From an optimization exercise on the open Yosys and OpenROAD flow, aimed at small area, a short achievable clock period and few clock cycles per item; shortcuts taken in it are not production practice.
In this exercise RTL edits were held to simulation tests only and were not proved equivalent to the original.
Power and IR drop assume default switching activity.

===== config.mk =====
export PLATFORM = sky130hd
export DESIGN_NAME = top
export DESIGN_NICKNAME = top
export VERILOG_FILES = /design/flow/design.v
export SDC_FILE = /design/flow/constraint.sdc
export NUM_CORES = 4
export LEC_CHECK = 0
export CAP_MARGIN = 20
export CORE_MARGIN = 2
export CORE_UTILIZATION = 40
export SETUP_SLACK_MARGIN = 3.1
export SLEW_MARGIN = 20

===== constraint.sdc =====
create_clock -name core_clock -period 6.0 [get_ports {clk}]
set_input_delay 1.2000 -clock core_clock [delete_from_list [all_inputs] [get_ports {clk}]]
set_output_delay 1.2000 -clock core_clock [all_outputs]
set_load 0.01 [all_outputs]

===== design.v =====
module processor(
input   clk,
input   ld_a,
input   [3:0] l,
input   sel01,
input   sel02,
input   [31:0] b_rdata,
output  [31:0] b_wdata
    );
reg [31:0] w1;
always @(posedge clk) if (ld_a) w1 <= b_rdata;
wire [63:0] p = {b_rdata, w1};
wire [6:0] a0 = p[6:0],   a1 = p[13:7],  a2 = p[20:14], a3 = p[27:21];
wire [6:0] b0 = p[34:28], b1 = p[41:35], b2 = p[48:42], b3 = p[55:49];
wire [4:0] op = p[60:56];
wire is_add = op[0], is_sub = op[1], is_mul = op[2], is_tra = op[3], is_det = op[4];
wire is_as = is_add | is_sub;
reg det_r;
always @(posedge clk) det_r <= b_rdata[28];
wire det0 = det_r & l[0];
wire [6:0] ma = sel01 ? a0 : a2;
wire [6:0] mb = sel01 ? a1 : a3;
wire [6:0] max3 = ma + {ma[5:0], 1'b0};
wire [6:0] mbx3 = mb + {mb[5:0], 1'b0};
wire [6:0] na2 = ~a2 + 7'd1;
wire [6:0] da = det0 ? a3 : (sel02 ? b0 : b1);
wire [6:0] db = det0 ? na2 : (sel02 ? b2 : b3);
wire mulen = is_mul | det0;
wire adda = is_as & sel02;
wire addb = is_as & ~sel02;
wire [6:0] bl = ({7{l[0]}} & b0) | ({7{l[1]}} & b1) | ({7{l[2]}} & b2) | ({7{l[3]}} & b3);
wire [6:0] tl = ({7{l[0]}} & a0) | ({7{l[1]}} & a2) | ({7{l[2]}} & a1) | ({7{l[3]}} & a3);
wire [6:0] x = ({7{is_as}} & (bl ^ {7{is_sub}})) | ({7{is_tra}} & tl);
wire pa0_1 = ((mulen & da[0] & ~da[1]) | adda);
wire pa0_2 = mulen & ~da[0] & da[1];
wire pa0_3 = mulen & da[0] & da[1];
wire pa0_r0 = (pa0_1 & ma[0]) | (pa0_3 & max3[0]);
wire pa0_r1 = (pa0_1 & ma[1]) | (pa0_2 & ma[0]) | (pa0_3 & max3[1]);
wire pa0_r2 = (pa0_1 & ma[2]) | (pa0_2 & ma[1]) | (pa0_3 & max3[2]);
wire pa0_r3 = (pa0_1 & ma[3]) | (pa0_2 & ma[2]) | (pa0_3 & max3[3]);
wire pa0_r4 = (pa0_1 & ma[4]) | (pa0_2 & ma[3]) | (pa0_3 & max3[4]);
wire pa0_r5 = (pa0_1 & ma[5]) | (pa0_2 & ma[4]) | (pa0_3 & max3[5]);
wire pa0_r6 = (pa0_1 & ma[6]) | (pa0_2 & ma[5]) | (pa0_3 & max3[6]);
wire pa1_1 = (mulen & da[2] & ~da[3]);
wire pa1_2 = mulen & ~da[2] & da[3];
wire pa1_3 = mulen & da[2] & da[3];
wire pa1_r2 = (pa1_1 & ma[0]) | (pa1_3 & max3[0]);
wire pa1_r3 = (pa1_1 & ma[1]) | (pa1_2 & ma[0]) | (pa1_3 & max3[1]);
wire pa1_r4 = (pa1_1 & ma[2]) | (pa1_2 & ma[1]) | (pa1_3 & max3[2]);
wire pa1_r5 = (pa1_1 & ma[3]) | (pa1_2 & ma[2]) | (pa1_3 & max3[3]);
wire pa1_r6 = (pa1_1 & ma[4]) | (pa1_2 & ma[3]) | (pa1_3 & max3[4]);
wire pa2_1 = (mulen & da[4] & ~da[5]);
wire pa2_2 = mulen & ~da[4] & da[5];
wire pa2_3 = mulen & da[4] & da[5];
wire pa2_r4 = (pa2_1 & ma[0]) | (pa2_3 & max3[0]);
wire pa2_r5 = (pa2_1 & ma[1]) | (pa2_2 & ma[0]) | (pa2_3 & max3[1]);
wire pa2_r6 = (pa2_1 & ma[2]) | (pa2_2 & ma[1]) | (pa2_3 & max3[2]);
wire pa3_1 = (mulen & da[6] & ~1'b0);
wire pa3_2 = mulen & ~da[6] & 1'b0;
wire pa3_3 = mulen & da[6] & 1'b0;
wire pa3_r6 = (pa3_1 & ma[0]) | (pa3_3 & max3[0]);
wire pb0_1 = ((mulen & db[0] & ~db[1]) | addb);
wire pb0_2 = mulen & ~db[0] & db[1];
wire pb0_3 = mulen & db[0] & db[1];
wire pb0_r0 = (pb0_1 & mb[0]) | (pb0_3 & mbx3[0]);
wire pb0_r1 = (pb0_1 & mb[1]) | (pb0_2 & mb[0]) | (pb0_3 & mbx3[1]);
wire pb0_r2 = (pb0_1 & mb[2]) | (pb0_2 & mb[1]) | (pb0_3 & mbx3[2]);
wire pb0_r3 = (pb0_1 & mb[3]) | (pb0_2 & mb[2]) | (pb0_3 & mbx3[3]);
wire pb0_r4 = (pb0_1 & mb[4]) | (pb0_2 & mb[3]) | (pb0_3 & mbx3[4]);
wire pb0_r5 = (pb0_1 & mb[5]) | (pb0_2 & mb[4]) | (pb0_3 & mbx3[5]);
wire pb0_r6 = (pb0_1 & mb[6]) | (pb0_2 & mb[5]) | (pb0_3 & mbx3[6]);
wire pb1_1 = (mulen & db[2] & ~db[3]);
wire pb1_2 = mulen & ~db[2] & db[3];
wire pb1_3 = mulen & db[2] & db[3];
wire pb1_r2 = (pb1_1 & mb[0]) | (pb1_3 & mbx3[0]);
wire pb1_r3 = (pb1_1 & mb[1]) | (pb1_2 & mb[0]) | (pb1_3 & mbx3[1]);
wire pb1_r4 = (pb1_1 & mb[2]) | (pb1_2 & mb[1]) | (pb1_3 & mbx3[2]);
wire pb1_r5 = (pb1_1 & mb[3]) | (pb1_2 & mb[2]) | (pb1_3 & mbx3[3]);
wire pb1_r6 = (pb1_1 & mb[4]) | (pb1_2 & mb[3]) | (pb1_3 & mbx3[4]);
wire pb2_1 = (mulen & db[4] & ~db[5]);
wire pb2_2 = mulen & ~db[4] & db[5];
wire pb2_3 = mulen & db[4] & db[5];
wire pb2_r4 = (pb2_1 & mb[0]) | (pb2_3 & mbx3[0]);
wire pb2_r5 = (pb2_1 & mb[1]) | (pb2_2 & mb[0]) | (pb2_3 & mbx3[1]);
wire pb2_r6 = (pb2_1 & mb[2]) | (pb2_2 & mb[1]) | (pb2_3 & mbx3[2]);
wire pb3_1 = (mulen & db[6] & ~1'b0);
wire pb3_2 = mulen & ~db[6] & 1'b0;
wire pb3_3 = mulen & db[6] & 1'b0;
wire pb3_r6 = (pb3_1 & mb[0]) | (pb3_3 & mbx3[0]);
wire t_s1;
wire t_c2;
wire t_s3;
wire t_c4;
wire t_s5;
wire t_s6;
assign t_s1 = pa0_r4 ^ pa1_r4;
assign t_c2 = pa0_r4 & pa1_r4;
assign t_s3 = pa0_r5 ^ pa1_r5 ^ pa2_r5;
assign t_c4 = (pa0_r5 & pa1_r5) | (pa0_r5 & pa2_r5) | (pa1_r5 & pa2_r5);
assign t_s5 = pa0_r6 ^ pa1_r6 ^ pa2_r6;
assign t_s6 = pa3_r6 ^ pb0_r6 ^ pb1_r6;
reg [34:0] s1;
reg s1_det;
always @(posedge clk) begin
    s1 <= {t_s6, t_s5, t_c4, x[6], pb3_r6, pb2_r6, t_s3, t_c2, x[5], pb2_r5, pb1_r5, pb0_r5, t_s1, x[4], pb2_r4, pb1_r4, pb0_r4, pa2_r4, x[3], pb1_r3, pb0_r3, pa1_r3, pa0_r3, x[2], pb1_r2, pb0_r2, pa1_r2, pa0_r2, x[1], pb0_r1, pa0_r1, is_sub, x[0], pb0_r0, pa0_r0};
    s1_det <= det0;
end
wire u_s1;
wire u_c2;
wire u_s3;
wire u_c4;
wire u_s5;
wire u_c6;
wire u_s7;
wire u_c8;
wire u_s9;
wire u_c10;
wire u_s11;
wire u_c12;
wire u_s13;
wire u_s14;
wire u_s15;
wire u_c16;
wire u_s17;
wire u_c18;
wire u_s19;
wire u_c20;
wire u_s21;
wire u_c22;
wire u_s23;
wire u_c24;
wire u_s25;
wire u_c26;
wire u_s27;
wire u_s28;
wire u_c29;
wire u_s30;
wire u_c31;
wire u_s32;
wire u_c33;
wire u_s34;
wire u_c35;
wire u_s36;
wire u_c37;
wire u_s38;
wire u_c39;
wire u_s40;
assign u_s1 = s1[7] ^ s1[8];
assign u_c2 = s1[7] & s1[8];
assign u_s3 = s1[12] ^ s1[13] ^ s1[14];
assign u_c4 = (s1[12] & s1[13]) | (s1[12] & s1[14]) | (s1[13] & s1[14]);
assign u_s5 = s1[17] ^ s1[18] ^ s1[19];
assign u_c6 = (s1[17] & s1[18]) | (s1[17] & s1[19]) | (s1[18] & s1[19]);
assign u_s7 = s1[20] ^ s1[21];
assign u_c8 = s1[20] & s1[21];
assign u_s9 = s1[23] ^ s1[24] ^ s1[25];
assign u_c10 = (s1[23] & s1[24]) | (s1[23] & s1[25]) | (s1[24] & s1[25]);
assign u_s11 = s1[26] ^ s1[27] ^ s1[28];
assign u_c12 = (s1[26] & s1[27]) | (s1[26] & s1[28]) | (s1[27] & s1[28]);
assign u_s13 = s1[29] ^ s1[30] ^ s1[31];
assign u_s14 = s1[32] ^ s1[33] ^ s1[34];
assign u_s15 = s1[0] ^ s1[1];
assign u_c16 = s1[0] & s1[1];
assign u_s17 = s1[4] ^ s1[5];
assign u_c18 = s1[4] & s1[5];
assign u_s19 = s1[9] ^ s1[10] ^ s1[11];
assign u_c20 = (s1[9] & s1[10]) | (s1[9] & s1[11]) | (s1[10] & s1[11]);
assign u_s21 = s1[15] ^ s1[16] ^ u_c2;
assign u_c22 = (s1[15] & s1[16]) | (s1[15] & u_c2) | (s1[16] & u_c2);
assign u_s23 = s1[22] ^ u_c4 ^ u_s5;
assign u_c24 = (s1[22] & u_c4) | (s1[22] & u_s5) | (u_c4 & u_s5);
assign u_s25 = u_c6 ^ u_c8 ^ u_s9;
assign u_c26 = (u_c6 & u_c8) | (u_c6 & u_s9) | (u_c8 & u_s9);
assign u_s27 = u_c10 ^ u_c12 ^ u_s13;
assign u_s28 = s1[2] ^ s1[3];
assign u_c29 = s1[2] & s1[3];
assign u_s30 = s1[6] ^ u_c16 ^ u_s17;
assign u_c31 = (s1[6] & u_c16) | (s1[6] & u_s17) | (u_c16 & u_s17);
assign u_s32 = u_s1 ^ u_c18 ^ u_s19;
assign u_c33 = (u_s1 & u_c18) | (u_s1 & u_s19) | (u_c18 & u_s19);
assign u_s34 = u_s3 ^ u_c20 ^ u_s21;
assign u_c35 = (u_s3 & u_c20) | (u_s3 & u_s21) | (u_c20 & u_s21);
assign u_s36 = u_s7 ^ u_c22 ^ u_s23;
assign u_c37 = (u_s7 & u_c22) | (u_s7 & u_s23) | (u_c22 & u_s23);
assign u_s38 = u_s11 ^ u_c24 ^ u_s25;
assign u_c39 = (u_s11 & u_c24) | (u_s11 & u_s25) | (u_c24 & u_s25);
assign u_s40 = u_s14 ^ u_c26 ^ u_s27;
wire [6:0] ra = {u_c39, u_c37, u_c35, u_c33, u_c31, u_c29, u_s15};
wire [6:0] rb = {u_s40, u_s38, u_s36, u_s34, u_s32, u_s30, u_s28};
wire [6:0] r = ra + rb;
reg [27:0] res;
always @(posedge clk) res <= {r[6] & ~s1_det, r[5:0], res[27:7]};
assign b_wdata = {4'd0, res[20:14], res[27:21], res[6:0], res[13:7]};
endmodule
module controller(
input clk,
input rst,                
input  [31:0] b_rdata,
output [31:0] addr,
output [3:0] we,
output en,
output ld_a,
output [3:0] l,
output sel01,
output sel02
    );
reg r1, r2, c0, c1, c2, c3, c4, wr;
reg [1:0] k;
reg [3:0] widx;     
reg       en_q, we_q;
reg       s01, s02;    
wire f    = ~(r1 | r2 | c0 | c1 | c2 | c3 | c4 | wr);
wire done = k[1] & k[0];
wire n_r1 = f & ~done;
wire n_r2 = r1 & b_rdata[31];
wire [1:0] n_k = wr ? k + 2'd1 : k;
wire n_f  = ~(n_r1 | n_r2 | r2 | c0 | c1 | c2 | c3 | c4);
reg [3:0] n_widx;
always @(*) begin
    case (k)
        2'd0: n_widx = n_r1 ? 4'd1 : n_r2 ? 4'd2 : 4'd10;
        2'd1: n_widx = n_r1 ? 4'd4 : n_r2 ? 4'd5 : 4'd11;
        default: n_widx = n_r1 ? 4'd7 : n_r2 ? 4'd8 : 4'd12;
    endcase
    if (n_f) n_widx = 4'd0;
end
always @(posedge clk or negedge rst) begin
    if (!rst) begin
        r1 <= 1'b0;
        r2 <= 1'b0;
        c0 <= 1'b0;
        c1 <= 1'b0;
        c2 <= 1'b0;
        c3 <= 1'b0;
        c4 <= 1'b0;
        wr <= 1'b0;
        k  <= 2'd0;
        widx <= 4'd0;
        en_q <= 1'b1;
        we_q <= 1'b0;
        s01  <= 1'b0;
        s02  <= 1'b0;
    end else begin
        r1 <= n_r1;
        r2 <= n_r2;
        c0 <= r2;
        c1 <= c0;
        c2 <= c1;
        c3 <= c2;
        c4 <= c3;
        wr <= c4;
        k  <= n_k;
        widx <= n_widx;
        en_q <= (n_f & ~(n_k[1] & n_k[0])) | n_r1 | n_r2 | c4;
        we_q <= c4;
        s01  <= r2 | c0;
        s02  <= c0 | c2;
    end
end
assign en   = en_q;
assign we   = {4{we_q}};
assign addr = {26'd0, widx, 2'b00};
assign ld_a = r2;
assign l    = {c2, c3, c0, c1};
assign sel01 = s01;
assign sel02 = s02;
endmodule
module top(
input clk,
input rst,
input  [31:0] b_rdata,
output [31:0] b_wdata,
output [31:0] addr,
output [3:0] we,
output en,
output rstout
    );
wire       ld_a;
wire [3:0] l;
wire       sel01, sel02;
assign rstout = ~rst;
processor po(
        .clk(clk),
        .ld_a(ld_a),
        .l(l),
        .sel01(sel01),
        .sel02(sel02),
        .b_rdata(b_rdata),
        .b_wdata(b_wdata)
    );
controller co(
        .clk(clk),
        .rst(rst),
        .b_rdata(b_rdata),
        .addr(addr),
        .we(we),
        .en(en),
        .ld_a(ld_a),
        .l(l),
        .sel01(sel01),
        .sel02(sel02)
    );
endmodule

===== flow/run.sh =====
#!/bin/bash
set -e
export BUFFER_PORTS_ARGS="-buffer_cell sky130_fd_sc_hd__buf_2"
export CTS_ARGS="-sink_clustering_enable -repair_clock_nets -dont_use_dummy_load -buf_list {sky130_fd_sc_hd__clkbuf_4 sky130_fd_sc_hd__clkbuf_8}"
bash standard.sh > standard.log 2>&1

===== standard.sh =====
#!/bin/bash
# synth_recipe.tcl (not shown) runs the flow's synth.tcl, then flattens the netlist and writes it again
# the make line also repeats each setting of config.mk as NAME=value (left out here)
make -C /OpenROAD-flow-scripts/flow DESIGN_CONFIG=/design/flow/config.mk WORK_HOME=/design/flow/orfs CLKGATE_MAP_FILE= SYNTH_SCRIPT=/design/flow/synth_recipe.tcl "${@:-finish}"

==> metrics.md, run 1 <==
| Metric | Value |
|---|---|
| Status | `timing/DRC/antenna clean` |
| DR top layer | `met4` |
| Min cycle time layout | `2.81 ns` |
| Leak | `2.94 nW` |
| Die area | `15,900 um^2` |
| Routed WL | `13,500 um` |
| Async SR Flop Fraction | `14.9%` |
| CP arrival | `~1.6 ns` |
| Overall global routing resource usage | `17.3%` |
| DPL Wire Length | `slightly above 10,000 um` |
| Clock Tree Buf Depth | `2` |
| Final Util | `45.6%` |
| Max-cap viol count | `0` |
| H-tree depth | `4` |
| TNS Setup | `0 ns` |
| Worst Skew | `0.0288 ns` |
| Synth area leaders | `dfxtp_1 (22%), edfxtp_1 (16%), dfrtp_1 (6.7%)` |
| Hold WS | `0.342 ns` |
| CTS tree | `built` |
| Period utilization | `46.9%` |
| Wl on met1 | `5920 um` |
| Diode count | `0` |
| F_max | `355 MHz` |
| I/O pins | `104` |
| Post-synth cell types | `62` |
| PD cells | `583 nW/um^2` |
| Startpoint types | `input pin` |
| Die width | `roughly 130 um` |
| Final hold viol count | `0` |
| DR iter-0 viols | `roughly 280` |
| Flop2flop setup slack | `3.19 ns` |
| Chip Height | `126 um` |
| CP endpoint kind | `output port` |
| Final ANT Viol Nets | `0` |
| Number of synthesized register bits | `114` |
| DRC errors left | `0` |
| Worst Max-Slew Pin Slew | `0.621 ns` |
| Post-Syn Area | `5950 um^2` |
| Root buf cell | `clkbuf_8` |
| Routed len/inst | `roughly 17 um` |
| Cells after synthesis | `539` |
| Final setup violation count | `0` |
| Reg-to-Reg End | `po.s1[28]` |
| Vias in the first global route | `4,094` |
| Slew HR | `just under 60%` |
| Commonest cells after routing, fill and taps aside | `buf_2 (70), dfxtp_1 (65), inv_1 (37)` |
| Main synth FF type | `dfxtp_1` |
| CTS Sinks | `around 110` |
| IO Port Bufs | `71` |
| Max Slew Vio Count | `0` |
| Avg Inst Size Synth | `11.0 um^2` |
| Met3 WL | `978 um` |
| Synth area leader | `dfxtp_1` |
| R2R cell count | `11` |
| CP endpoint | `rstout` |
| Worst-path clk slew | `0.05 ns` |
| Reg-to-reg critical path startpoint | `co.s01` |
| Crit-path max FO | `18` |
| TritonCTS Buffers | `17` |
| Clock insertion delay at the later pin of the skew report | `0.44 ns` |
| Antenna violations before repair | `0` |
| FILL cells | `1,394` |
| Top-area cell type share of the netlist area | `21.9%` |
| Synth warn | `2` |
| Critical path required time | `4.80 ns` |
| HP Class | `flop to flop` |
| Area grow syn2layout | `11.4%` |
| Total grt overflow | `0` |
| Hold Crit Depth | `0` |
| Share of layout cells above drive strength 1 | `21.8%` |
| FP Rows | `44` |
| Routed via count | `approximately 4,200` |
| Nets | `~700` |
| First-pass GRT wire length | `21,300 um` |
| Leading cell type in the layout, fill and taps excluded | `buf_2` |
| CTS Hold Bufs | `0` |
| Via density | `5.20` |
| Post-synth EDFFs | `32` |
| Largest net degree at the start of global routing | `35` |
| Worst setup path class | `input pin to output port` |
| Worst Setup SP | `rst` |
| Starting Density | `40.9%` |
| Drt first pass iters | `5` |
| Total core area | `14,500 um^2` |
| Max IR drop VDD | `roughly 0.00028 V` |
| RSZ-0062 raised after global routing | `yes` |
| RePlAce Congestion | `0.885` |
| DR WL met2 | `between 6000 and 7000 um` |
| Seq/Total Area, Yosys | `roughly 45%` |
## critical path: stages
cell and delay [ns]:
buf_4 0.22, inv_1 0.06, buf_2 0.14
## state kept, by name (all words and copies together), names as in the netlist, 2 cells and up
register / count
po.s1: 35
co.widx: 4
po.w1: 32
co.k: 2
po.res: 28
## worst min path at each step
stage	startpoint	endpoint
final	po.res[20]	po.res[13]
after global routing	po.res[10]	po.res[3]
after CTS	po.res[27]	po.res[20]
after detailed placement	po.res[18]	po.res[11]
after global placement	po.res[7]	po.res[0]
after floorplan	po.s1_det	po.res[27]
## kinds of logic after synthesis
| logic type | after synthesis | share of synthesized area, % |
|---|---|---|
| flip-flops | 114 | 45.2 |
| AO/OA/AOI/OAI | 113 | 13.8 |
| AND/OR/NAND/NOR | 101 | 8.20 |
| buffers and inverters | 88 | 8.56 |
| multiplexers | 45 | 8.01 |
| adder cells (fa/ha/maj) | 43 | 11.2 |
| XOR/XNOR | 34 | 5.00 |
| other | 1 | 0.0630 |
## layer usage
metal  GRT usage (%)  vias to the layer above
li1                -                     1974
met5               0                        -
met2            27.4                      183
met1            22.5                     1965
met4            7.11                        0
met3            4.89                       32
## report_power, final
group          leakage (nW)  internal (mW)  switching (mW)
clock network         0.122          0.247           0.242
registers              1.05           1.09           0.178
logic                  1.77          0.985            1.12
## per-stage QoR
stage / instance area, um^2 / std cells / power, mW / worst slack, ns
detailed placement: 6300 / 777 / 3.31 / 2.71
finish: 6630 / 799 / 3.87 / 3.19
global placement: 6300 / 777 / 3.25 / 2.79
global route: 6630 / 799 / 4.20 / 3.06
CTS: 6540 / 794 / 3.81 / 3.04
floorplan: 6070 / 570 / 2.82 / 3.15
## area by class of cell
type / instances / area (um^2) / share of cell area [%]
Clock buffer: 17 / 234 / 3.53
Inverter: 39 / 149 / 2.25
Multi-Input combinational cell: 368 / 2920 / 44.0
Sequential cell: 114 / 2700 / 40.6
Tap cell: 184 / 230 / 3.47
Timing Repair Buffer: 77 / 403 / 6.08
## Yosys cell counts (2+ instances only)
library cell  count
dfxtp_1          65
buf_4            38
inv_1            38
nor2_1           34
mux2i_1          33
edfxtp_1         32
nand2_1          31
ha_1             26
xnor2_1          24
a22o_1           22
a21oi_1          20
o21ai_0          19
fa_1             17
dfrtp_1          16
mux2_2           11
xor2_1           10
nand3_1           9
a221oi_1          7
a22oi_1           6
a21o_1            5
clkbuf_1          5
o221ai_1          5
a31oi_1           4
nand2b_1          4
nor3_1            4
a211oi_1          3
o21bai_1          3
and2_1            2
buf_2             2
buf_6             2
nand2_4           2
nand3b_1          2
nor2_2            2
o21a_1            2
o21ai_1           2
o21ai_2           2
o22ai_1           2
or2_1             2
or2_2             2
or4_1             2
## repair_timing
action	in CTS	in global routing
endpoints found under the setup margin	8	7
setup buffers	0	5
resized for setup	4	13
pin swaps	0	3
Testbench counts, summed over its fixed seeds: cycles 8,960, items 960.
==> run 2, diff against run 1 <==
==> flow/run.sh (replaced) <==
#!/bin/bash
set -e
export BUFFER_PORTS_ARGS="-buffer_cell sky130_fd_sc_hd__buf_2"
export CTS_ARGS="-sink_clustering_enable -repair_clock_nets -dont_use_dummy_load -sink_clustering_size 40 -sink_clustering_max_diameter 80 -buf_list {sky130_fd_sc_hd__clkbuf_4 sky130_fd_sc_hd__clkbuf_8}"
bash standard.sh > standard.log 2>&1
==> metrics.md, run 2 <==
| Metric | Value |
|---|---|
| Status | `timing/DRC/antenna clean` |
| Worst Skew | `around 0.029 ns` |
| FP Rows | `44` |
| CTS Sinks | `114` |
| Total net switching power | `1.54 mW` |
| Area grow syn2layout | `11.4%` |
| Biggest register | `po.s1` |
| P_int | `2.32 mW` |
| Crit-path max FO | `18` |
| Async SR Flop Fraction | `14.9%` |
| H-tree depth | `4` |
| DRC errors left | `0` |
| Post-route cell area | `6630 um^2` |
| Slowest-stage cell, CP | `buf_4` |
| DR iter-0 viols | `~280` |
| DPL Wire Length | `10,300 um` |
| Routed via count | `4,154` |
| CP arrival | `1.61 ns` |
| I/O pins | `around 100` |
| Clock Tree Buf Depth | `2` |
| Synth area leader | `dfxtp_1` |
| Diode count | `0` |
| Hold path start | `po.res[20]` |
| Startpoint types | `input pin` |
| Routed len/inst | `16.9 um` |
| Nets | `694` |
| Post-synthesis adder-cell area fraction | `11.2%` |
| Commonest cells after routing, fill and taps aside | `buf_2 (70), dfxtp_1 (65), inv_1 (37)` |
| Hold Crit Depth | `0` |
| Post-synth cell types | `62` |
| Max IR drop VDD | `0.000280 V` |
| Reg-to-Reg End | `po.s1[28]` |
| Total core area | `around 15,000 um^2` |
| Top-count cell post-synth | `dfxtp_1` |
| Max reg flops | `35` |
| Logic gate share of total power | `54.5%` |
| Starting Density | `40.9%` |
| Synth Area in Simple Gates | `8.20%` |
| Post-synth EDFFs | `32` |
| RePlAce Congestion | `just under 0.9` |
| Cell Chain, Critical Path | `buf_4 -> inv_1 -> buf_2` |
| Kind of cell adding the most delay to the critical path | `buffers and inverters` |
| PD cells | `583 nW/um^2` |
| Seq pwr share | `32.9%` |
| Vias in the first global route | `a little over 4,000` |
| Min cycle time layout | `about 2.8 ns` |
| Worst Hold End | `po.res[13]` |
| Leading cell type in the layout, fill and taps excluded | `buf_2` |
| Reg-to-reg critical path startpoint | `co.s01` |
| Sw frac | `39.9%` |
| CP endpoint kind | `output port` |
| Chip Height | `126 um` |
| Period utilization | `46.9%` |
| Die area | `15,900 um^2` |
| Number of synthesized register bits | `114` |
| Largest net degree at the start of global routing | `35` |
| XOR/XNOR Fraction of Synth Area | `5.00%` |
| Drt first pass iters | `5` |
| Final hold viol count | `0` |
| Worst-path clk slew | `roughly 0.050 ns` |
| Main synth FF type | `dfxtp_1` |
| CP peak stage delay | `0.22 ns` |
| Via density | `between 5 and 6` |
| Mux share of post-synthesis cell area | `8.01%` |
| RSZ-0062 raised after global routing | `yes` |
| Share of layout cells above drive strength 1 | `21.8%` |
| Leak | `between 2 and 3 nW` |
| Post-Syn Area | `just under 6000 um^2` |
| Synth warn | `2` |
| Flop2flop setup slack | `3.19 ns` |
| Critical path required time | `4.80 ns` |
| Top-area cell type share of the netlist area | `21.9%` |
| Max-cap viol count | `0` |
| Worst setup path class | `input pin to output port` |
| Max Slew Vio Count | `0` |
| Root buf cell | `clkbuf_8` |
| HP Class | `flop to flop` |
| TNS Setup | `0 ns` |
| TritonCTS Buffers | `17` |
| Avg Inst Size Synth | `11.0 um^2` |
| CP Buf/Inv Count | `3` |
| Slew HR | `58.2%` |
| Placed Area | `6300 um^2` |
| Seq/Total Area, Yosys | `45.2%` |
| IO Port Bufs | `71` |
| Overall global routing resource usage | `17.3%` |
| R2R cell count | `11` |
| Post-synthesis compound-gate area fraction | `about 14%` |
| Antenna violations before repair | `0` |
| Routed WL | `13,500 um` |
| Total grt overflow | `0` |
| Final setup violation count | `0` |
| CTS tree | `built` |
| Synth area leaders | `dfxtp_1 (22%), edfxtp_1 (16%), dfrtp_1 (6.7%)` |
| Synth top cells by count | `dfxtp_1 (65), buf_4 (38), inv_1 (38)` |
| Worst Max-Slew Pin Slew | `0.621 ns` |
| Die width | `between 100 and 150 um` |
| Clock Power Share | `12.6%` |
| Clock insertion delay at the later pin of the skew report | `0.44 ns` |
| Final ANT Viol Nets | `0` |
| Biggest regs | `po.s1 (35), po.w1 (32), po.res (28)` |
| Largest family of logic cells by synthesized area | `compound AO/OA/AOI/OAI gates` |
| F_max | `355 MHz` |
| Cells after synthesis | `539` |
| First-pass GRT wire length | `21,300 um` |
| CTS Hold Bufs | `0` |
[run 2: cell counts after synthesis]
Identical to the previous run, type by type.
[run 2: per-stage QoR]
stage,utilization (%),total power [mW],worst slack [ns],hold slack [ns],instances
after CTS,45.0,3.81,3.04,0.343,794
after global placement,43.3,3.25,2.79,0.328,777
after detailed placement,43.3,3.31,2.71,0.332,777
after floorplan,-,2.82,3.15,0.367,570
after global routing,45.6,4.20,3.06,0.351,799
final,45.6,3.87,3.19,0.342,799
[run 2: timing repair]
action,CTS,global route
gates resized for setup,4,13
setup buffers,0,5
setup endpoints to repair,8,7
pin swaps,0,3
[run 2: area by class of cell]
cell class	instances	area, um^2
fillers	1394	7900
multi-input cells	368	2920
well taps	184	230
repair buffers	77	403
clock buffers	17	234
inverters	39	149
flip-flops and latches	114	2700
[run 2: power groups by stage]
stage | combinational, mW | clock (mW) | sequential (mW)
floorplan | 1.54 | 0 | 1.28
global placement | 1.97 | 0 | 1.28
detailed placement | 2.01 | 0 | 1.30
CTS | 2.03 | 0.502 | 1.28
global route | 2.36 | 0.535 | 1.30
finish | 2.11 | 0.488 | 1.27
[run 2: worst max path at each step]
stage	slack, ns	endpoint	startpoint	cells past startpoint
after detailed placement	2.71	po.s1[28]	co.s01	9
final	3.19	rstout	rst	3
after CTS	3.04	po.s1[28]	co.s01	11
after floorplan	3.15	po.s1[28]	co.s01	11
after global routing	3.06	po.s1[28]	co.s01	11
after global placement	2.79	po.s1[28]	co.s01	9
[run 2: kinds of logic after synthesis]
| group | after synthesis |
|---|---|
| flip-flops | 114 |
| AO/OA/AOI/OAI | 113 |
| AND/OR/NAND/NOR | 101 |
| buffers and inverters | 88 |
| multiplexers | 45 |
| adder cells (fa/ha/maj) | 43 |
| XOR/XNOR | 34 |
| other | 1 |
[run 2: metal layers]
metal  GRT usage (%)  share of wire (%)  vias up
li1                -                  -     1974
met1            22.5                 44     1965
met2            27.4                 46      183
met3            4.89                7.2       32
met4            7.11                2.9        0
met5               0                  0        -
==> run 3, diff against run 2 <==
==> flow/run.sh (replaced) <==
#!/bin/bash
set -e
export BUFFER_PORTS_ARGS="-buffer_cell sky130_fd_sc_hd__buf_2"
export SKIP_REPAIR_TIE_FANOUT=1
export CTS_ARGS="-sink_clustering_enable -repair_clock_nets -dont_use_dummy_load -sink_clustering_size 40 -sink_clustering_max_diameter 80 -buf_list {sky130_fd_sc_hd__clkbuf_4 sky130_fd_sc_hd__clkbuf_8}"
bash standard.sh > standard.log 2>&1
==> metrics.md, run 3 <==
| Metric | Value |
|---|---|
| Status | `timing/DRC/antenna clean` |
| Post-synth EDFFs | `32` |
| First-pass GRT wire length | `20,900 um` |
| H-tree depth | `4` |
| PD cells | `about 610 nW/um^2` |
| Antenna violations before repair | `0` |
| Async SR Flop Fraction | `14.9%` |
| Seq/Total Area, Yosys | `45.2%` |
| Commonest cells after routing, fill and taps aside | `buf_2 (70), dfxtp_1 (64), nor2_1 (33)` |
| CP arrival | `1.61 ns` |
| TritonCTS Buffers | `17` |
| Total grt overflow | `0` |
| Die area | `15,900 um^2` |
| Vias in the first global route | `3,873` |
| Kind of cell adding the most delay to the critical path | `buffers and inverters` |
| CP Buf/Inv Count | `3` |
| Top-area cell type share of the netlist area | `21.9%` |
| Final setup violation count | `0` |
| HP Class | `flop to flop` |
| DR iter-0 viols | `313` |
| Biggest regs | `po.s1 (35), po.w1 (32), po.res (28)` |
| Worst setup path class | `input pin to output port` |
| Post-Syn Area | `between 5000 and 6000 um^2` |
| Clock Tree Buf Depth | `2` |
| Max reg flops | `35` |
| CTS Sinks | `114` |
| Total core area | `between 10,000 and 15,000 um^2` |
| Max Slew Vio Count | `0` |
| I/O pins | `104` |
| Synth top cells by count | `dfxtp_1 (65), buf_4 (38), inv_1 (38)` |
| CP peak stage delay | `around 0.21 ns` |
| Post-synth cell types | `62` |
| Pre-CTS setup slack | `2.72 ns` |
| Top-count cell post-synth | `dfxtp_1` |
| IO Port Bufs | `71` |
| RSZ-0062 raised after global routing | `yes` |
| Largest net degree at the start of global routing | `35` |
| Worst Skew | `about 0.029 ns` |
| RePlAce Congestion | `0.873` |
| Max IR drop VDD | `0.000235 V` |
| F_max | `357 MHz` |
| Starting Density | `40.9%` |
| Area grow syn2layout | `10.3%` |
| Worst-path clk slew | `0.06 ns` |
| Main synth FF type | `dfxtp_1` |
| Avg Inst Size Synth | `11.0 um^2` |
| Share of layout cells above drive strength 1 | `about a quarter` |
| Synth area leaders | `dfxtp_1 (22%), edfxtp_1 (16%), dfrtp_1 (6.7%)` |
| Final hold viol count | `0` |
| Final ANT Viol Nets | `0` |
| Overall global routing resource usage | `between 10% and 20%` |
| Leading cell type in the layout, fill and taps excluded | `buf_2` |
| DPL Wire Length | `10,200 um` |
| FILL cells | `1,383` |
| CTS tree | `built` |
| Critical path required time | `4.80 ns` |
| Startpoint types | `input pin` |
| CP endpoint kind | `output port` |
| Routed len/inst | `roughly 17 um` |
| Die width | `between 100 and 150 um` |
| Routed via count | `between 4,000 and 5,000` |
| Root buf cell | `clkbuf_8` |
| Number of synthesized register bits | `around 110` |
| Via density | `5.28` |
| Min cycle time layout | `2.81 ns` |
| FP Rows | `between 40 and 50` |
| Cells after synthesis | `~540` |
| Routed WL | `13,400 um` |
| Max-cap viol count | `0` |
| Drt first pass iters | `7` |
| Worst Max-Slew Pin Slew | `0.776 ns` |
| Synth warn | `2` |
| Clock insertion delay at the later pin of the skew report | `roughly 0.43 ns` |
| Slew HR | `a little under 50%` |
| Slowest-stage cell, CP | `buf_4` |
| Synth area leader | `dfxtp_1` |
| Nets | `roughly 670` |
| Leak | `2.86 nW` |
| Period utilization | `46.8%` |
| Cell Chain, Critical Path | `buf_4 -> inv_1 -> buf_2` |
| Chip Height | `126 um` |
| Crit-path max FO | `18` |
| Diode count | `0` |
| DRC errors left | `0` |
| TNS Setup | `0 ns` |
| Fin worst setup slack | `3.19 ns` |
| Biggest register | `po.s1` |
run 3: worst paths after layout:
| check | startpoint | end | slack (ns) | cells past startpoint |
|---|---|---|---|---|
| setup / recovery | rst | rstout | 3.19 | 3 |
| hold / removal | po.res[17] | po.res[10] | 0.34 | 0 |
| setup reg to reg | po.s1[17] | po.res[27] | 3.19 | 11 |
| hold reg to reg | po.res[17] | po.res[10] | 0.34 | 0 |
| max in group asynchronous | rst | co.en_q | 5.14 | 1 |
| min in group asynchronous | rst | co.c0 | 0.61 | 1 |
run 3: cells by family (layout without fill, tap and decap cells):
group,Yosys count,in the layout,share of synthesized area [%]
DFF,114,114,45.2
AOI/OAI and AO/OA,113,113,13.8
and+or+nand+nor,101,101,8.20
buffers and inverters,88,135,8.56
muxes,45,45,8.01
adders and majority gates,43,43,11.2
xor gates and xnor gates,34,34,5.00
other,1,1,0.0630
run 3: worst reg2reg max path, delay by kind of cell, from the launching register on:
| kind | cells | cell delay (ns) |
|---|---|---|
| flip-flops | 1 | 0.32 |
| AND/OR/NAND/NOR | 1 | 0.06 |
| AO/OA/AOI/OAI | 2 | 0.21 |
| XOR/XNOR | 1 | 0.15 |
| adder cells (fa/ha/maj) | 4 | 1.81 |
| buffers and inverters | 3 | 0.13 |
run 3: report_power, final:
| group | internal, mW | total, mW | switching, mW |
|---|---|---|---|
| clock | 0.248 | 0.501 | 0.253 |
| combinational | 1.06 | 2.23 | 1.17 |
| sequential | 1.09 | 1.26 | 0.173 |
run 3: per-stage QoR:
stage / hold slack [ns] / total power [mW] / util [%] / std cells / instance area (um^2)
floorplan: 0.367 / 2.82 / - / 539 / 5950
global placement: 0.327 / 3.25 / 42.5 / 746 / 6180
detailed placement: 0.330 / 3.30 / 42.5 / 746 / 6180
CTS: 0.339 / 3.84 / 44.2 / 763 / 6430
global route: 0.351 / 4.34 / 45.1 / 770 / 6560
finish: 0.338 / 3.99 / 45.1 / 770 / 6560
run 3: final cells by class:
type / instances / area (um^2) / share of cell area (%)
Clock buffer: 17 / 234 / 3.57
Timing Repair Buffer: 79 / 434 / 6.62
Tap cell: 184 / 230 / 3.51
Sequential cell: 114 / 2700 / 41.1
Multi-Input combinational cell: 337 / 2820 / 43.0
Inverter: 39 / 149 / 2.27
run 3: routing by layer:
layer  share of wire, %  GRT usage (%)  wire (um)  vias to the layer above
met5                  0              0          0                        -
met3                7.1           4.84        950                       17
li1                   -              -          -                     1953
met2                 46           27.0       6210                      151
met4                1.8           5.43        246                        0
met1                 45           22.7       5990                     1943
run 3: timing repair:
action	4_1_cts	5_1_grt
resized for setup	6	22
hold endpoints to repair	0	0
hold buffers	0	0
setup endpoints to repair	8	6
pin swaps	3	9
buffers inserted	0	7
==> run 4, diff against run 3 <==
==> flow/run.sh (replaced) <==
#!/bin/bash
set -e
export BUFFER_PORTS_ARGS="-buffer_cell sky130_fd_sc_hd__buf_2"
export CTS_ARGS="-sink_clustering_enable -repair_clock_nets -dont_use_dummy_load -sink_clustering_size 30 -sink_clustering_max_diameter 150 -sink_buffer_max_cap_derate 1.0 -buf_list {sky130_fd_sc_hd__clkbuf_8 sky130_fd_sc_hd__clkbuf_16}"
bash standard.sh > standard.log 2>&1
==> metrics.md, run 4 <==
| Metric | Value |
|---|---|
| Synth warn | `2` |
| Period utilization | `47.0%` |
| Hold Crit Depth | `0` |
| Kind of cell adding the most delay to the critical path | `buffers and inverters` |
| Flop2flop setup slack | `3.24 ns` |
| Routed via count | `around 4,100` |
| RePlAce Congestion | `0.885` |
| Routed WL | `13,700 um` |
| Sw frac | `a little under two fifths` |
| Max IR drop VDD | `0.000284 V` |
| Logic gate share of total power | `about half` |
| Synth top cells by count | `dfxtp_1 (65), buf_4 (38), inv_1 (38)` |
| Diode count | `0` |
| Hold path start | `po.res[20]` |
| Biggest regs | `po.s1 (35), po.w1 (32), po.res (28)` |
| Total grt overflow | `0` |
| Clock Tree Buf Depth | `2` |
| TritonCTS Buffers | `17` |
| Drt first pass iters | `4` |
| Post-Syn Area | `5950 um^2` |
| Clock Power Share | `18.0%` |
| Seq/Total Area, Yosys | `45.2%` |
| P_int | `2.55 mW` |
| Chip Height | `126 um` |
| Die width | `126 um` |
| Crit-path max FO | `18` |
| IO Port Bufs | `71` |
| Worst Skew | `0.0203 ns` |
| CTS Sinks | `between 100 and 150` |
| Leading cell type in the layout, fill and taps excluded | `buf_2` |
| Cell Chain, Critical Path | `buf_4 -> inv_1 -> buf_2` |
| TNS Setup | `0 ns` |
| Routed len/inst | `17.1 um` |
| Top-count cell post-synth | `dfxtp_1` |
| Worst setup path class | `input pin to output port` |
| Reg-to-reg critical path startpoint | `po.s1[19]` |
| Final hold viol count | `0` |
| Main synth FF type | `dfxtp_1` |
| Avg Inst Size Synth | `11.0 um^2` |
| Commonest cells after routing, fill and taps aside | `buf_2 (70), dfxtp_1 (65), inv_1 (35)` |
| Max Slew Vio Count | `0` |
| Cells after synthesis | `539` |
| PD cells | `606 nW/um^2` |
| Post-synth EDFFs | `32` |
| CP arrival | `1.62 ns` |
| Final ANT Viol Nets | `0` |
| R2R cell count | `11` |
| Startpoint types | `input pin` |
| Seq pwr share | `30.8%` |
| Min cycle time layout | `between 2 and 3 ns` |
| Root buf cell | `clkbuf_8` |
| Starting Density | `40.9%` |
| Overall global routing resource usage | `17.6%` |
| DPL Wire Length | `10,300 um` |
| Total net switching power | `1.59 mW` |
| Antenna violations before repair | `0` |
| CP peak stage delay | `0.22 ns` |
| DRC errors left | `0` |
| Largest net degree at the start of global routing | `35` |
| Worst Hold End | `po.res[13]` |
| First-pass GRT wire length | `21,500 um` |
| Clock insertion delay at the later pin of the skew report | `0.53 ns` |
| Share of layout cells above drive strength 1 | `22.4%` |
| Total core area | `roughly 15,000 um^2` |
| Slew HR | `between 50% and 60%` |
| CTS tree | `built` |
| DR iter-0 viols | `249` |
| HP Class | `flop to flop` |
| Area grow syn2layout | `14.8%` |
| Post-route cell area | `6830 um^2` |
| Reg-to-Reg End | `po.res[27]` |
| FP Rows | `between 40 and 50` |
| Synth area leader | `dfxtp_1` |
| Top-area cell type share of the netlist area | `21.9%` |
| CP Buf/Inv Count | `3` |
| Via density | `5.19` |
| Nets | `roughly 700` |
| CP endpoint kind | `output port` |
| Final setup violation count | `0` |
| Slowest-stage cell, CP | `buf_4` |
| Biggest register | `po.s1` |
| Status | `timing/DRC/antenna clean` |
| Async SR Flop Fraction | `14.9%` |
| Die area | `15,900 um^2` |
| Critical path required time | `between 4 and 5 ns` |
| Synth area leaders | `dfxtp_1 (22%), edfxtp_1 (16%), dfrtp_1 (6.7%)` |
| CTS Hold Bufs | `0` |
| Max reg flops | `35` |
| Leak | `approximately 3.0 nW` |
| Placed Area | `roughly 6300 um^2` |
| Worst Max-Slew Pin Slew | `a little over 0.6 ns` |
| Max-cap viol count | `0` |
| I/O pins | `104` |
| Vias in the first global route | `4,114` |
| Post-synth cell types | `62` |
| RSZ-0062 raised after global routing | `no` |
| Number of synthesized register bits | `114` |
| H-tree depth | `4` |
| F_max | `~350 MHz` |
| Worst-path clk slew | `roughly 0.040 ns` |
==> run 4: cell counts after synthesis <==
Identical to the previous run, type by type.
==> run 4: stage by stage <==
stage | hold WS, ns | util (%) | std cells | worst slack (ns) | power (mW)
2_1_floorplan | 0.367 | - | 570 | 3.15 | 2.82
5_1_grt | 0.350 | 47.0 | 799 | 3.11 | 4.48
6_report | 0.341 | 47.0 | 799 | 3.18 | 4.14
3_5_place_dp | 0.332 | 43.3 | 777 | 2.71 | 3.31
3_3_place_gp | 0.328 | 43.3 | 777 | 2.79 | 3.25
4_1_cts | 0.344 | 46.2 | 794 | 3.04 | 4.08
==> run 4: cells by family (layout without fill, tap and decap cells) <==
| family | after synthesis | count (layout) | synth area share [%] |
|---|---|---|---|
| simple gates | 101 | 101 | 8.20 |
| xor+xnor | 34 | 34 | 5.00 |
| fa+ha+maj | 43 | 43 | 11.2 |
| other cells | 1 | 32 | 0.0630 |
| mux | 45 | 45 | 8.01 |
| compound gates | 113 | 113 | 13.8 |
| buf+inv | 88 | 133 | 8.56 |
| flops | 114 | 114 | 45.2 |
==> run 4: layer usage <==
layer | vias to the layer above | GRT usage (%) | part of all wire [%] | wire (um)
li1 | 1980 | - | - | -
met1 | 1956 | 22.7 | 44 | 5990
met2 | 177 | 27.6 | 46 | 6330
met3 | 30 | 4.89 | 6.7 | 918
met4 | 0 | 8.47 | 3.1 | 430
met5 | - | 0 | 0 | 0
==> run 4: how the worst max path moves through the flow <==
stage,from,to,slack (ns),cells after the start
CTS,co.s01,po.s1[28],3.04,11
finish,rst,rstout,3.18,3
global route,rst,rstout,3.11,3
detailed placement,co.s01,po.s1[28],2.71,9
global placement,co.s01,po.s1[28],2.79,9
floorplan,co.s01,po.s1[28],3.15,11
==> run 4: layout make-up <==
class                      count  area [um^2]
clock buffer                  17          414
fill                        1374         7700
inverter                      39          149
multi-input combinational    368         2930
sequential                   114         2700
tap                          184          230
timing repair buffer          77          419
==> run 4: power groups by stage <==
| stage | Sequential, mW | Combinational (mW) | Clock, mW |
|---|---|---|---|
| detailed placement | 1.30 | 2.01 | 0 |
| floorplan | 1.28 | 1.54 | 0 |
| finish | 1.28 | 2.12 | 0.746 |
| CTS | 1.29 | 2.03 | 0.762 |
| global placement | 1.28 | 1.97 | 0 |
| global route | 1.31 | 2.37 | 0.800 |
==> run 4: repair_timing <==
action                     4_1_cts  5_1_grt
buffers inserted                 0        5
pin swaps                        0        3
setup endpoints to repair        8        7
resized for setup                4       18
==> run 5, diff against run 4 <==
--- a/design.v
+++ b/design.v
@@ -2,7 +2,5 @@
 input   clk,
 input   ld_a,
-input   [3:0] l,
-input   sel01,
-input   sel02,
+input   [3:0] c,         
 input   [31:0] b_rdata,
 output  [31:0] b_wdata
@@ -16,20 +14,28 @@
 wire is_add = op[0], is_sub = op[1], is_mul = op[2], is_tra = op[3], is_det = op[4];
 wire is_as = is_add | is_sub;
-reg det_r;
-always @(posedge clk) det_r <= b_rdata[28];
-wire det0 = det_r & l[0];
-wire [6:0] ma = sel01 ? a0 : a2;
-wire [6:0] mb = sel01 ? a1 : a3;
+wire l3 = c[0], l0 = c[1], l1 = c[2], l2 = c[3];
+reg tra_r;    
+reg det0;     
+reg sa;       
+reg sb;       
+reg sd;       
+always @(posedge clk) begin
+    tra_r <= b_rdata[27];
+    det0  <= c[0] & b_rdata[28];
+    sa    <= c[0] | (c[1] & ~tra_r);
+    sb    <= c[0] | c[1] | (c[2] & tra_r);
+    sd    <= c[0] | c[2];
+end
+wire [6:0] ma = sa ? a0 : a2;    
+wire [6:0] mb = sb ? a1 : a3;    
 wire [6:0] max3 = ma + {ma[5:0], 1'b0};
 wire [6:0] mbx3 = mb + {mb[5:0], 1'b0};
-wire [6:0] na2 = ~a2 + 7'd1;
-wire [6:0] da = det0 ? a3 : (sel02 ? b0 : b1);
-wire [6:0] db = det0 ? na2 : (sel02 ? b2 : b3);
+wire [6:0] da = det0 ? a3 : (sd ? b0 : b1);
+wire [6:0] db = det0 ? ~a2 : (sd ? b2 : b3);
 wire mulen = is_mul | det0;
-wire adda = is_as & sel02;
-wire addb = is_as & ~sel02;
-wire [6:0] bl = ({7{l[0]}} & b0) | ({7{l[1]}} & b1) | ({7{l[2]}} & b2) | ({7{l[3]}} & b3);
-wire [6:0] tl = ({7{l[0]}} & a0) | ({7{l[1]}} & a2) | ({7{l[2]}} & a1) | ({7{l[3]}} & a3);
-wire [6:0] x = ({7{is_as}} & (bl ^ {7{is_sub}})) | ({7{is_tra}} & tl);
+wire adda = (is_as & (l0 | l2)) | (is_tra & (l0 | l1));
+wire addb = (is_as & (l1 | l3)) | (is_tra & (l2 | l3));
+wire [6:0] bl = ({7{l0}} & b0) | ({7{l1}} & b1) | ({7{l2}} & b2) | ({7{l3}} & b3);
+wire [6:0] x = ({7{is_as}} & (bl ^ {7{is_sub}})) | ({7{det0}} & a1);
 wire pa0_1 = ((mulen & da[0] & ~da[1]) | adda);
 wire pa0_2 = mulen & ~da[0] & da[1];
@@ -191,5 +197,5 @@
 reg [27:0] res;
 always @(posedge clk) res <= {r[6] & ~s1_det, r[5:0], res[27:7]};
-assign b_wdata = {4'd0, res[20:14], res[27:21], res[6:0], res[13:7]};
+assign b_wdata = {4'd0, res[6:0], res[27:21], res[20:14], res[13:7]};
 endmodule
 module controller(
@@ -201,7 +207,5 @@
 output en,
 output ld_a,
-output [3:0] l,
-output sel01,
-output sel02
+output [3:0] c
     );
 reg r1, r2, c0, c1, c2, c3, c4, wr;
@@ -209,5 +213,4 @@
 reg [3:0] widx;     
 reg       en_q, we_q;
-reg       s01, s02;    
 wire f    = ~(r1 | r2 | c0 | c1 | c2 | c3 | c4 | wr);
 wire done = k[1] & k[0];
@@ -239,6 +242,4 @@
         en_q <= 1'b1;
         we_q <= 1'b0;
-        s01  <= 1'b0;
-        s02  <= 1'b0;
     end else begin
         r1 <= n_r1;
@@ -254,6 +255,4 @@
         en_q <= (n_f & ~(n_k[1] & n_k[0])) | n_r1 | n_r2 | c4;
         we_q <= c4;
-        s01  <= r2 | c0;
-        s02  <= c0 | c2;
     end
 end
@@ -262,7 +261,5 @@
 assign addr = {26'd0, widx, 2'b00};
 assign ld_a = r2;
-assign l    = {c2, c3, c0, c1};
-assign sel01 = s01;
-assign sel02 = s02;
+assign c    = {c3, c2, c1, c0};
 endmodule
 module top(
@@ -277,13 +274,10 @@
     );
 wire       ld_a;
-wire [3:0] l;
-wire       sel01, sel02;
+wire [3:0] c;
 assign rstout = ~rst;
 processor po(
         .clk(clk),
         .ld_a(ld_a),
-        .l(l),
-        .sel01(sel01),
-        .sel02(sel02),
+        .c(c),
         .b_rdata(b_rdata),
         .b_wdata(b_wdata)
@@ -297,7 +291,5 @@
         .en(en),
         .ld_a(ld_a),
-        .l(l),
-        .sel01(sel01),
-        .sel02(sel02)
+        .c(c)
     );
 endmodule
==> flow/run.sh (replaced) <==
#!/bin/bash
set -e
export BUFFER_PORTS_ARGS="-buffer_cell sky130_fd_sc_hd__buf_2"
export SKIP_REPAIR_TIE_FANOUT=1
export CTS_ARGS="-sink_clustering_enable -repair_clock_nets -dont_use_dummy_load -sink_clustering_size 40 -sink_clustering_max_diameter 80 -buf_list {sky130_fd_sc_hd__clkbuf_4 sky130_fd_sc_hd__clkbuf_8}"
bash standard.sh > standard.log 2>&1
--- a/config.mk
+++ b/config.mk
@@ -9,4 +9,4 @@
 export CORE_MARGIN = 2
 export CORE_UTILIZATION = 40
-export SETUP_SLACK_MARGIN = 3.1
+export SETUP_SLACK_MARGIN = 3.0
 export SLEW_MARGIN = 20
==> metrics.md, run 5 <==
| Metric | Value |
|---|---|
| Area grow syn2layout | `9.58%` |
| Chip Height | `125 um` |
| Commonest cells after routing, fill and taps aside | `buf_2 (71), dfxtp_1 (68), nand2_1 (38)` |
| Hold WS | `0.340 ns` |
| Worst Hold End | `po.res[12]` |
| Period utilization | `48.4%` |
| Leak | `2.81 nW` |
| DRC errors left | `0` |
| Post-Syn Area | `5880 um^2` |
| Clock insertion delay at the later pin of the skew report | `0.44 ns` |
| Startpoint types | `input pin` |
| FILL cells | `1,393` |
| Synth area leaders | `dfxtp_1 (23%), edfxtp_1 (16%), dfrtp_1 (6.0%)` |
| Final Util | `44.7%` |
| Root buf cell | `clkbuf_8` |
| Main synth FF type | `dfxtp_1` |
| TritonCTS Buffers | `17` |
| Worst Max-Slew Pin Slew | `slightly above 0.8 ns` |
| Max-cap viol count | `0` |
| Antenna violations before repair | `0` |
| Hold path start | `po.res[19]` |
| Post-synth EDFFs | `32` |
| Post-synthesis adder-cell area fraction | `11.1%` |
| Cells after synthesis | `532` |
| Top-count cell post-synth | `dfxtp_1` |
| Leading cell type in the layout, fill and taps excluded | `buf_2` |
| Avg Inst Size Synth | `11.1 um^2` |
| Overall global routing resource usage | `18.0%` |
| TNS Setup | `0 ns` |
| Pre-CTS setup slack | `2.67 ns` |
| PD cells | `577 nW/um^2` |
| CTS tree | `built` |
| CTS Sinks | `between 100 and 150` |
| FP Rows | `between 40 and 50` |
| DPL Wire Length | `10,600 um` |
| Via density | `5.35` |
| Biggest regs | `po.s1 (35), po.w1 (32), po.res (28)` |
| I/O pins | `104` |
| RSZ-0062 raised after global routing | `no` |
| Async SR Flop Fraction | `12.9%` |
| Share of layout cells above drive strength 1 | `22.5%` |
| Final hold viol count | `0` |
| Total chip power | `3.72 mW` |
| Worst Skew | `roughly 0.024 ns` |
| Routed len/inst | `about 18 um` |
| Max reg flops | `35` |
| XOR/XNOR Fraction of Synth Area | `4.17%` |
| Fin worst setup slack | `~3.1 ns` |
| R2R cell count | `9` |
| Starting Density | `40.8%` |
| Post-synthesis compound-gate area fraction | `approximately 14%` |
| Largest net degree at the start of global routing | `35` |
| Top-area cell type share of the netlist area | `between 20% and 30%` |
| Total core area | `14,400 um^2` |
| Post-synth cell types | `59` |
| Post-route cell area | `6440 um^2` |
| RePlAce Congestion | `0.891` |
| Synth Area in Simple Gates | `8.26%` |
| Drt first pass iters | `5` |
| Worst-path clk slew | `0.05 ns` |
| Largest family of logic cells by synthesized area | `compound AO/OA/AOI/OAI gates` |
| F_max | `344 MHz` |
| Worst setup path class | `input pin to output port` |
| Die area | `~16,000 um^2` |
| Number of synthesized register bits | `116` |
| Non-filler instance count after layout | `761` |
| Seq/Total Area, Yosys | `46.2%` |
| Die width | `125 um` |
| HP Class | `flop to flop` |
| Mux share of post-synthesis cell area | `7.70%` |
| Reg-to-reg critical path startpoint | `po.sa` |
| Diode count | `0` |
| Synth area leader | `dfxtp_1` |
| Reg-to-Reg End | `po.s1[33]` |
| Final setup violation count | `0` |
| Max IR drop VDD | `~0.00026 V` |
| Synth warn | `2` |
| Routed via count | `4,069` |
| Synth top cells by count | `dfxtp_1 (69), nand2_1 (38), buf_4 (37)` |
| Biggest register | `po.s1` |
| Critical path required time | `4.80 ns` |
| CP arrival | `1.70 ns` |
| Total grt overflow | `0` |
| Nets | `655` |
| First-pass GRT wire length | `21,700 um` |
| Hold Crit Depth | `0` |
| Min cycle time layout | `2.90 ns` |
| Cell count after placement | `740` |
| CP endpoint kind | `output port` |
| Slew HR | `between 40% and 50%` |
| CTS Hold Bufs | `0` |
| Crit-path max FO | `16` |
| Vias in the first global route | `between 4,000 and 5,000` |
| H-tree depth | `4` |
| Status | `timing/DRC/antenna clean` |
| Final ANT Viol Nets | `0` |
| Flop2flop setup slack | `roughly 3.1 ns` |
| DR iter-0 viols | `214` |
| Clock Tree Buf Depth | `2` |
| Placed Area | `6140 um^2` |
| Max Slew Vio Count | `0` |
| IO Port Bufs | `71` |
| Routed WL | `13,800 um` |
## run 5: worst max-delay path by stage
stage	from	end	slack, ns	cells after the start
2_1_floorplan	po.sa	po.s1[28]	3.08	12
3_3_place_gp	po.sa	po.s1[28]	2.75	11
3_5_place_dp	po.sa	po.s1[28]	2.67	11
4_1_cts	po.sa	po.s1[28]	3.02	11
5_1_grt	po.sa	po.s1[33]	3.01	9
6_report	rst	rstout	3.10	3
## run 5: what timing repair did
| item | 4_1_cts | 5_1_grt |
|---|---|---|
| pin swaps | 0 | 1 |
| setup endpoints to repair | 3 | 4 |
| gates resized for setup | 6 | 4 |
| setup buffers | 1 | 3 |
## run 5: final cells by class
cell class / count / area [um^2] / share of cell area (%)
clock buffer: 17 / 234 / 3.63
inverter: 36 / 135 / 2.10
multi-input combinational: 331 / 2720 / 42.2
sequential: 116 / 2720 / 42.3
tap: 184 / 230 / 3.57
timing repair buffer: 77 / 400 / 6.21
## run 5: logic make-up (layout without fill, tap and decap cells)
logic type,after synthesis,after routing
AOI/OAI and AO/OA,117,117
xor gates and xnor gates,28,28
adders and majority gates,42,42
buffers and inverters,85,130
DFF,116,116
muxes,42,42
other,1,1
and+or+nand+nor,101,101
## run 5: power by group
part / switching (mW) / total [mW] / internal, mW
Sequential: 0.174 / 1.28 / 1.10
Combinational: 1.03 / 1.93 / 0.901
Clock: 0.263 / 0.510 / 0.248
## run 5: routing by layer
layer / global-route usage (%) / share of wire [%] / routed length [um]
met5: 0 / 0 / 0
met1: 22.6 / 44 / 6130
met4: 5.75 / 1.8 / 250
met2: 30.3 / 48 / 6640
met3: 4.84 / 5.5 / 751
## run 5: critical path, cell delays in order
cell,delay [ns]
buf_2,0.29
inv_1,0.07
buf_2,0.14
Testbench counts of run 5, summed over its fixed seeds: cycles 8,960, items 960.
==> run 6, diff against run 5 <==
--- a/config.mk
+++ b/config.mk
@@ -9,4 +9,4 @@
 export CORE_MARGIN = 2
 export CORE_UTILIZATION = 40
-export SETUP_SLACK_MARGIN = 3.0
+export SETUP_SLACK_MARGIN = 3.1
 export SLEW_MARGIN = 20
==> metrics.md, run 6 <==
| Metric | Value |
|---|---|
| IO Port Bufs | `71` |
| Post-Syn Area | `5880 um^2` |
| R2R cell count | `11` |
| Clock Tree Buf Depth | `2` |
| Overall global routing resource usage | `18.1%` |
| Total core area | `14,400 um^2` |
| Biggest regs | `po.s1 (35), po.w1 (32), po.res (28)` |
| FILL cells | `1,369` |
| Share of layout cells above drive strength 1 | `23.4%` |
| Top-area cell type share of the netlist area | `23.5%` |
| Final hold viol count | `0` |
| RePlAce Congestion | `0.909` |
| Routed len/inst | `around 18 um` |
| Die width | `125 um` |
| CTS Hold Bufs | `0` |
| Number of synthesized register bits | `roughly 120` |
| Commonest cells after routing, fill and taps aside | `buf_2 (70), dfxtp_1 (68), nand2_1 (38)` |
| Period utilization | `46.5%` |
| Nets | `around 660` |
| Seq pwr share | `33.8%` |
| DRC errors left | `0` |
| Final Util | `45.1%` |
| Routed WL | `~14,000 um` |
| H-tree depth | `4` |
| Final setup violation count | `0` |
| Total net switching power | `1.48 mW` |
| Worst Skew | `roughly 0.025 ns` |
| TNS Setup | `0 ns` |
| I/O pins | `roughly 100` |
| Chip Height | `125 um` |
| Main synth FF type | `dfxtp_1` |
| Worst Max-Slew Pin Slew | `0.767 ns` |
| Via density | `5.30` |
| Drt first pass iters | `5` |
| Max-cap viol count | `0` |
| Synth area leaders | `dfxtp_1 (23%), edfxtp_1 (16%), dfrtp_1 (6.0%)` |
| Largest net degree at the start of global routing | `35` |
| Routed via count | `4,038` |
| Logic gate share of total power | `a little over half` |
| Max reg flops | `35` |
| Async SR Flop Fraction | `12.9%` |
| F_max | `around 360 MHz` |
| TritonCTS Buffers | `17` |
| CP endpoint kind | `output port` |
| Cell Chain, Critical Path | `buf_4 -> inv_1 -> buf_2` |
| Slew HR | `48.8%` |
| CP peak stage delay | `0.20 ns` |
| Kind of cell adding the most delay to the critical path | `buffers and inverters` |
| Leading cell type in the layout, fill and taps excluded | `buf_2` |
| PD cells | `between 500 and 600 nW/um^2` |
| Clock Power Share | `13.2%` |
| Critical Path Stages | `3` |
| CTS tree | `built` |
| Diode count | `0` |
| Worst setup path class | `input pin to output port` |
| Leak | `2.81 nW` |
| FP Rows | `44` |
| Total grt overflow | `0` |
| Slowest-stage cell, CP | `buf_4` |
| HP Class | `flop to flop` |
| Die area | `between 15,000 and 20,000 um^2` |
| Top-count cell post-synth | `dfxtp_1` |
| Avg Inst Size Synth | `11.1 um^2` |
| First-pass GRT wire length | `21,900 um` |
| Antenna violations before repair | `0` |
| Post-synth cell types | `59` |
| Post-synth EDFFs | `32` |
| RSZ-0062 raised after global routing | `yes` |
| Synth warn | `2` |
| DPL Wire Length | `10,400 um` |
| Cells after synthesis | `532` |
| Total chip power | `3.77 mW` |
| Sw frac | `39.2%` |
| P_int | `~2.3 mW` |
| CP arrival | `about 1.6 ns` |
| CTS Sinks | `116` |
| Biggest register | `po.s1` |
| Status | `timing/DRC/antenna clean` |
| Startpoint types | `input pin` |
| DR iter-0 viols | `257` |
| Synth top cells by count | `dfxtp_1 (69), nand2_1 (38), buf_4 (37)` |
| Root buf cell | `clkbuf_8` |
| Starting Density | `40.8%` |
| Hold Crit Depth | `0` |
| Worst-path clk slew | `0.05 ns` |
| Crit-path max FO | `16` |
| Max Slew Vio Count | `0` |
| Min cycle time layout | `2.79 ns` |
| Area grow syn2layout | `10.6%` |
| Register area | `2720 um^2` |
| Critical path required time | `4.80 ns` |
| Max IR drop VDD | `about 0.00029 V` |
| Final ANT Viol Nets | `0` |
| Multi-input gate area | `between 2000 and 3000 um^2` |
| CP Buf/Inv Count | `3` |
| Seq/Total Area, Yosys | `46.2%` |
| Clock insertion delay at the later pin of the skew report | `0.43 ns` |
| Vias in the first global route | `4,030` |
| Synth area leader | `dfxtp_1` |
[run 6: cell families after synthesis]
kind of cell / after synthesis / share of synthesized area [%]
buffers and inverters: 85 / 8.09
other: 1 / 0.0638
adders and majority gates: 42 / 11.1
AOI/OAI and AO/OA: 117 / 14.4
and+or+nand+nor: 101 / 8.26
DFF: 116 / 46.2
xor gates and xnor gates: 28 / 4.17
muxes: 42 / 7.70
[run 6: area by class of cell]
class / count / area share (%)
multi-input cells: 331 / 42.6
flip-flops and latches: 116 / 41.9
repair buffers: 78 / 6.31
clock buffers: 17 / 3.60
well taps: 184 / 3.54
inverters: 36 / 2.08
[run 6: layer usage]
metal | GRT usage [%] | up-vias | wire [um]
met4 | 5.16 | 0 | 242
met5 | 0 | - | 0
met3 | 4.71 | 15 | 847
met2 | 30.0 | 155 | 6560
li1 | - | 1938 | -
met1 | 23.4 | 1930 | 6000
[run 6: worst reg2reg max path, delay by kind of cell (launching register included)]
| family | cells | cell delay [ns] |
|---|---|---|
| buf+inv | 1 | 0.10 |
| fa+ha+maj | 3 | 1.11 |
| flops | 1 | 0.43 |
| mux | 1 | 0.28 |
| simple gates | 1 | 0.06 |
| compound gates | 4 | 0.52 |
| xor+xnor | 1 | 0.15 |
[run 6: stage by stage]
step	instance area, um^2	hold slack (ns)	setup slack, ns	cells
2_1_floorplan	5890	0.352	3.11	532
3_3_place_gp	6150	0.331	2.84	740
3_5_place_dp	6150	0.331	2.83	740
4_1_cts	6420	0.340	3.09	758
5_1_grt	6500	0.349	3.03	762
6_report	6500	0.339	3.21	762
[run 6: what timing repair did]
item                       in CTS  in global routing
setup buffers                   1                  4
pin swaps                       0                  3
setup endpoints to repair       6                  5
gates resized for setup         7                  7
[run 6: power groups by stage]
stage	Sequential, mW	Clock [mW]	Combinational [mW]
global route	1.31	0.548	2.26
detailed placement	1.29	0	1.92
global placement	1.28	0	1.88
finish	1.27	0.498	1.99
CTS	1.28	0.514	1.94
floorplan	1.29	0	1.46
[run 6: final timing paths]
check | from | end | slack (ns)
worst max-delay path | rst | rstout | 3.21
worst min-delay path | po.res[20] | po.res[13] | 0.34
worst max register to register | po.sa | po.s1[28] | 3.21
worst min register to register | po.res[20] | po.res[13] | 0.34
max in group asynchronous | rst | co.en_q | 5.16
min in group asynchronous | rst | co.k[0] | 0.60

[separate check: timing with driven ports]
Ports are ideal in the flow. The routed layouts listed here were re-timed in OpenROAD.
Step 1, drivers: a clkbuf_16 drives clk and a buf_2 each remaining input, both assumed.
Step 2 also shifts input and output timing later by t, the mid clock arrival at the registers, as if the neighbouring blocks saw the same clock.
Slacks: ideal ports / drivers / drivers and shift; pairs: ideal ports / drivers.
run	shift t [ns]	slack for setup (ns)	worst setup path at the end	slew at the worst register clock pin (ns)
run 1	0.459	3.187 / 3.163 / 2.933	input to register	0.07 / 0.07
run 2	0.459	3.187 / 3.163 / 2.933	input to register	0.07 / 0.07
run 3	0.451	3.195 / 3.172 / 2.972	input to register	0.07 / 0.07
run 4	0.552	3.183 / 3.159 / 2.967	input to register	0.06 / 0.06
run 5	0.462	3.097 / 3.076 / 2.815	input to register	0.07 / 0.07
run 6	0.454	3.208 / 3.185 / 2.862	input to register	0.08 / 0.08
After both steps setup and hold are still met in every run listed. The setup slack of run 6, which loses most, moves by -0.023 ns with the drivers and by -0.346 ns with both steps.
